From an optimization exercise on the open Yosys and OpenROAD flow, aimed at small area; shortcuts taken in it are not production practice. Only simulation tests tie the RTL to the original design; equivalence was not proved. Power and IR drop assume default switching activity.

==> run A: inputs <==
// Microprocessor
module Microprocessor(
    input oscillator,
    input reset,
    input [7:0] instruction,
    output [6:0] seg1,
    output [6:0] seg2,
    output [6:0] seg3,
    output [6:0] seg4,
    output [7:0] PC
);
==> flow/config.mk <==
export PLATFORM = sky130hd
export DESIGN_NAME = Microprocessor
export DESIGN_NICKNAME = Microprocessor
export VERILOG_FILES = /design/flow/design.v
export SDC_FILE = /design/flow/constraint.sdc
export NUM_CORES = 4
export LEC_CHECK = 0
export ABC_AREA = 1
export CAP_MARGIN = 5
export CORE_MARGIN = 2
export CORE_UTILIZATION = 45
export GPL_TIMING_DRIVEN = 0
export SLEW_MARGIN = 5
==> flow/constraint.sdc <==
create_clock -name core_clock -period 10.0 [get_ports {oscillator}]
set_input_delay 2.0000 -clock core_clock [delete_from_list [all_inputs] [get_ports {oscillator}]]
set_output_delay 2.0000 -clock core_clock [all_outputs]
set_load 0.01 [all_outputs]
standard.sh (not shown) runs the stock make flow with config.mk's settings and CLKGATE_MAP_FILE= SYNTH_SCRIPT=/design/flow/synth_recipe.tcl, a recipe that flattens the netlist after the stock synthesis.
==> flow/flow/run.sh <==
#!/bin/bash
# Own layout flow: the standard synthesis, then the combinational logic
# is rebuilt from a structural netlist (gen.py: memory, register file, read
# multiplexers and adders as hand-placed sky130hd cells; the small decoders
# mapped by Yosys/ABC with an area script). The registers keep the standard
# synthesis's names and cell types. The rest is the standard layout,
# with port buffers of buf_1 and a clock tree without dummy loads.
set -euo pipefail
cd "$(dirname "$0")/.."
W=$PWD
R=$W/orfs/results/${FLOW_PLATFORM:-sky130hd}/Microprocessor/base

bash standard.sh synth > $W/std_synth.log 2>&1
cp $R/1_2_yosys.v $W/std_1_2_yosys.v
python3 flow/gen.py $W/std_1_2_yosys.v $W/hand.v > $W/gen.log 2>&1
bash flow/map.sh $W/hand.v $W/mapped.v $W/map.log
cp $W/mapped.v $R/1_2_yosys.v
rm -f $R/1_synth.odb

bash standard.sh \
  "BUFFER_PORTS_ARGS=-buffer_cell sky130_fd_sc_hd__buf_1" \
  "CTS_ARGS=-sink_clustering_enable -repair_clock_nets -dont_use_dummy_load -buf_list sky130_fd_sc_hd__clkbuf_4 -sink_clustering_size 12 -sink_clustering_max_diameter 45" \
  finish > $W/layout.log 2>&1
Other scripts of this flow, unchanged in this note and not shown: flow/flow/area.abc, flow/flow/gen.py, flow/flow/map.sh, flow/flow/map.ys, flow/flow/seg7.v, flow/flow/seg7f.v
==> inputs of run Z, as changes to run A <==
==> flow/flow/run.sh (replaced) <==
#!/bin/bash
# Own layout flow: the standard synthesis, then the combinational logic
# is rebuilt from a structural netlist (gen.py: memory, register file, read
# multiplexers, index decode and adders as sky130hd cells, the seven-segment
# decoders from seg7.v/seg7f.v, the remaining small decoders mapped by
# Yosys/ABC with an area script; map.sh). The registers keep the standard
# synthesis's names and cell types. The rest is the standard layout,
# with port buffers of buf_1 and a clock tree of clkbuf_4 without dummy loads.
# Each tool's output goes to its own log here (std_synth.log, gen.log,
# map.log, layout.log; ORFS's own logs under orfs/logs).
set -euo pipefail
cd "$(dirname "$0")/.."
W=$PWD
R=$W/orfs/results/${FLOW_PLATFORM:-sky130hd}/Microprocessor/base

bash standard.sh synth > $W/std_synth.log 2>&1
cp $R/1_2_yosys.v $W/std_1_2_yosys.v
python3 flow/gen.py $W/std_1_2_yosys.v $W/hand.v > $W/gen.log 2>&1
bash flow/map.sh $W/hand.v $W/mapped.v $W/map.log
cp $W/mapped.v $R/1_2_yosys.v
rm -f $R/1_synth.odb

bash standard.sh \
  "BUFFER_PORTS_ARGS=-buffer_cell sky130_fd_sc_hd__buf_1" \
  "CTS_ARGS=-sink_clustering_enable -repair_clock_nets -dont_use_dummy_load -buf_list sky130_fd_sc_hd__clkbuf_4 -sink_clustering_size 10 -sink_clustering_max_diameter 40" \
  finish > $W/layout.log 2>&1
--- a/flow/config.mk
+++ b/flow/config.mk
@@ -8,6 +8,6 @@
 export ABC_AREA = 1
 export CAP_MARGIN = 5
 export CORE_MARGIN = 2
-export CORE_UTILIZATION = 45
+export CORE_UTILIZATION = 50
 export GPL_TIMING_DRIVEN = 0
 export SLEW_MARGIN = 5
==> notes <==
Synthesized area is the same in run Z and run A.
Die area: run A is larger than run Z (11%).
Combinational power is about the same in run Z and run A.
Of run A and run Z, run Z has the higher register-to-register slack (gap 0.04 ns).
Of run A and run Z, run Z has the higher clock power (gap about 4%, measured against run Z).
In run A the wire length is higher than in run Z, by about 0.8%.
Between run A and run Z, the lower setup slack is in run A (gap 0.071 ns).
In run A the non-clock buffer count is higher than in run Z, by 2.
In run A the cell count is higher than in run Z, by about 1.1%.

==> umber <==
Starting RTL as in the previous note.
==> flow/config.mk <==
export PLATFORM = sky130hd
export DESIGN_NAME = Microprocessor
export DESIGN_NICKNAME = Microprocessor
export VERILOG_FILES = /design/flow/design.v
export SDC_FILE = /design/flow/constraint.sdc
export NUM_CORES = 4
export LEC_CHECK = 0
export ABC_AREA = 1
export CAP_MARGIN = 20
export CORE_MARGIN = 2
export CORE_UTILIZATION = 45
export GPL_TIMING_DRIVEN = 0
export SLEW_MARGIN = 20
==> flow/constraint.sdc <==
create_clock -name core_clock -period 10.0 [get_ports {oscillator}]
set_input_delay 2.0000 -clock core_clock [delete_from_list [all_inputs] [get_ports {oscillator}]]
set_output_delay 2.0000 -clock core_clock [all_outputs]
set_load 0.01 [all_outputs]
==> flow/flow/run.sh <==
#!/bin/bash
# Own layout flow: the standard synthesis, then the combinational logic
# is rebuilt from a structural netlist (gen.py: memory, register file, read
# multiplexers and adders as hand-placed sky130hd cells; the small decoders
# mapped by Yosys/ABC with an area script). The registers keep the standard
# synthesis's names and cell types. The rest is the standard layout,
# with port buffers of buf_1 and a clock tree without dummy loads.
set -euo pipefail
cd "$(dirname "$0")/.."
W=$PWD
R=$W/orfs/results/${FLOW_PLATFORM:-sky130hd}/Microprocessor/base

bash standard.sh synth > $W/std_synth.log 2>&1
cp $R/1_2_yosys.v $W/std_1_2_yosys.v
python3 flow/gen.py $W/std_1_2_yosys.v $W/hand.v > $W/gen.log 2>&1
bash flow/map.sh $W/hand.v $W/mapped.v $W/map.log
cp $W/mapped.v $R/1_2_yosys.v
rm -f $R/1_synth.odb

bash standard.sh \
  "BUFFER_PORTS_ARGS=-buffer_cell sky130_fd_sc_hd__buf_1" \
  "CTS_ARGS=-sink_clustering_enable -repair_clock_nets -dont_use_dummy_load -buf_list sky130_fd_sc_hd__clkbuf_8 -sink_clustering_size 16 -sink_clustering_max_diameter 60" \
  finish > $W/layout.log 2>&1
Other scripts of this flow, unchanged in this note and not shown: flow/flow/area.abc, flow/flow/gen.py, flow/flow/map.sh, flow/flow/map.ys, flow/flow/seg7.v
==> garnet: changes against umber <==
--- a/flow/flow/run.sh
+++ b/flow/flow/run.sh
@@ -21,3 +21,3 @@
   "BUFFER_PORTS_ARGS=-buffer_cell sky130_fd_sc_hd__buf_1" \
-  "CTS_ARGS=-sink_clustering_enable -repair_clock_nets -dont_use_dummy_load -buf_list sky130_fd_sc_hd__clkbuf_8 -sink_clustering_size 16 -sink_clustering_max_diameter 60" \
+  "CTS_ARGS=-sink_clustering_enable -repair_clock_nets -dont_use_dummy_load -buf_list sky130_fd_sc_hd__clkbuf_4 -sink_clustering_size 10 -sink_clustering_max_diameter 40" \
   finish > $W/layout.log 2>&1
Settings changed: CAP_MARGIN 20 to 5, SLEW_MARGIN 20 to 5.
==> summary.txt <==
The flow ran to the end and the layout has no timing, DRC or antenna violations. The TritonCTS buffer count is 25. The summed area of non-filler cells in the final layout is 12790 µm². The met3 track demand over resource in global routing is 4.596%. The smallest hold slack is 0.4764 ns. Summing all multi-input logic gate instances after layout gives 5657 µm².

Wires add up to 37490 µm. The layout clock buffer count came out at 25.
(the above is from umber)
==> summary.txt <==
The met3 track demand over resource in global routing is 5.274%. The flow ran to the end and the layout has no timing, DRC or antenna violations. In this run, CTS created clock tree buffers numbering 41. The area of combinational cells with multiple inputs is 5645 µm².
(the above is from garnet)

## what the ideal ports hide
Ports are ideal in the flow. The routed layouts listed here were re-timed in OpenROAD. Step 1, drivers: a clkbuf_16 drives oscillator and a buf_2 each remaining input, both assumed. Step 2 moves the port delays by t, midway between the first and last clock arrival at a register: inputs arrive t later, outputs are due t later. That takes back most of the time a late clock gives input paths. Slacks: ideal ports / drivers / drivers and shift; pairs: ideal ports / drivers.
run | t, ns | slack for setup (ns) | worst hold slack (ns) | worst setup path at the end
run A | 0.683 | 0.327 / 0.302 / 0.302 | 0.480 / 0.480 / 0.480 | input to output
run Z | 0.665 | 0.398 / 0.377 / 0.377 | 0.478 / 0.478 / 0.478 | input to output
umber | 0.587 | 0.216 / 0.194 / 0.194 | 0.476 / 0.476 / 0.476 | input to output
garnet | 0.683 | 0.217 / 0.195 / 0.195 | 0.480 / 0.480 / 0.480 | input to output
After both steps every run listed still meets setup and hold. For run A, which loses most, drivers alone change the setup slack by -0.025 ns; drivers and shift together by -0.025 ns.
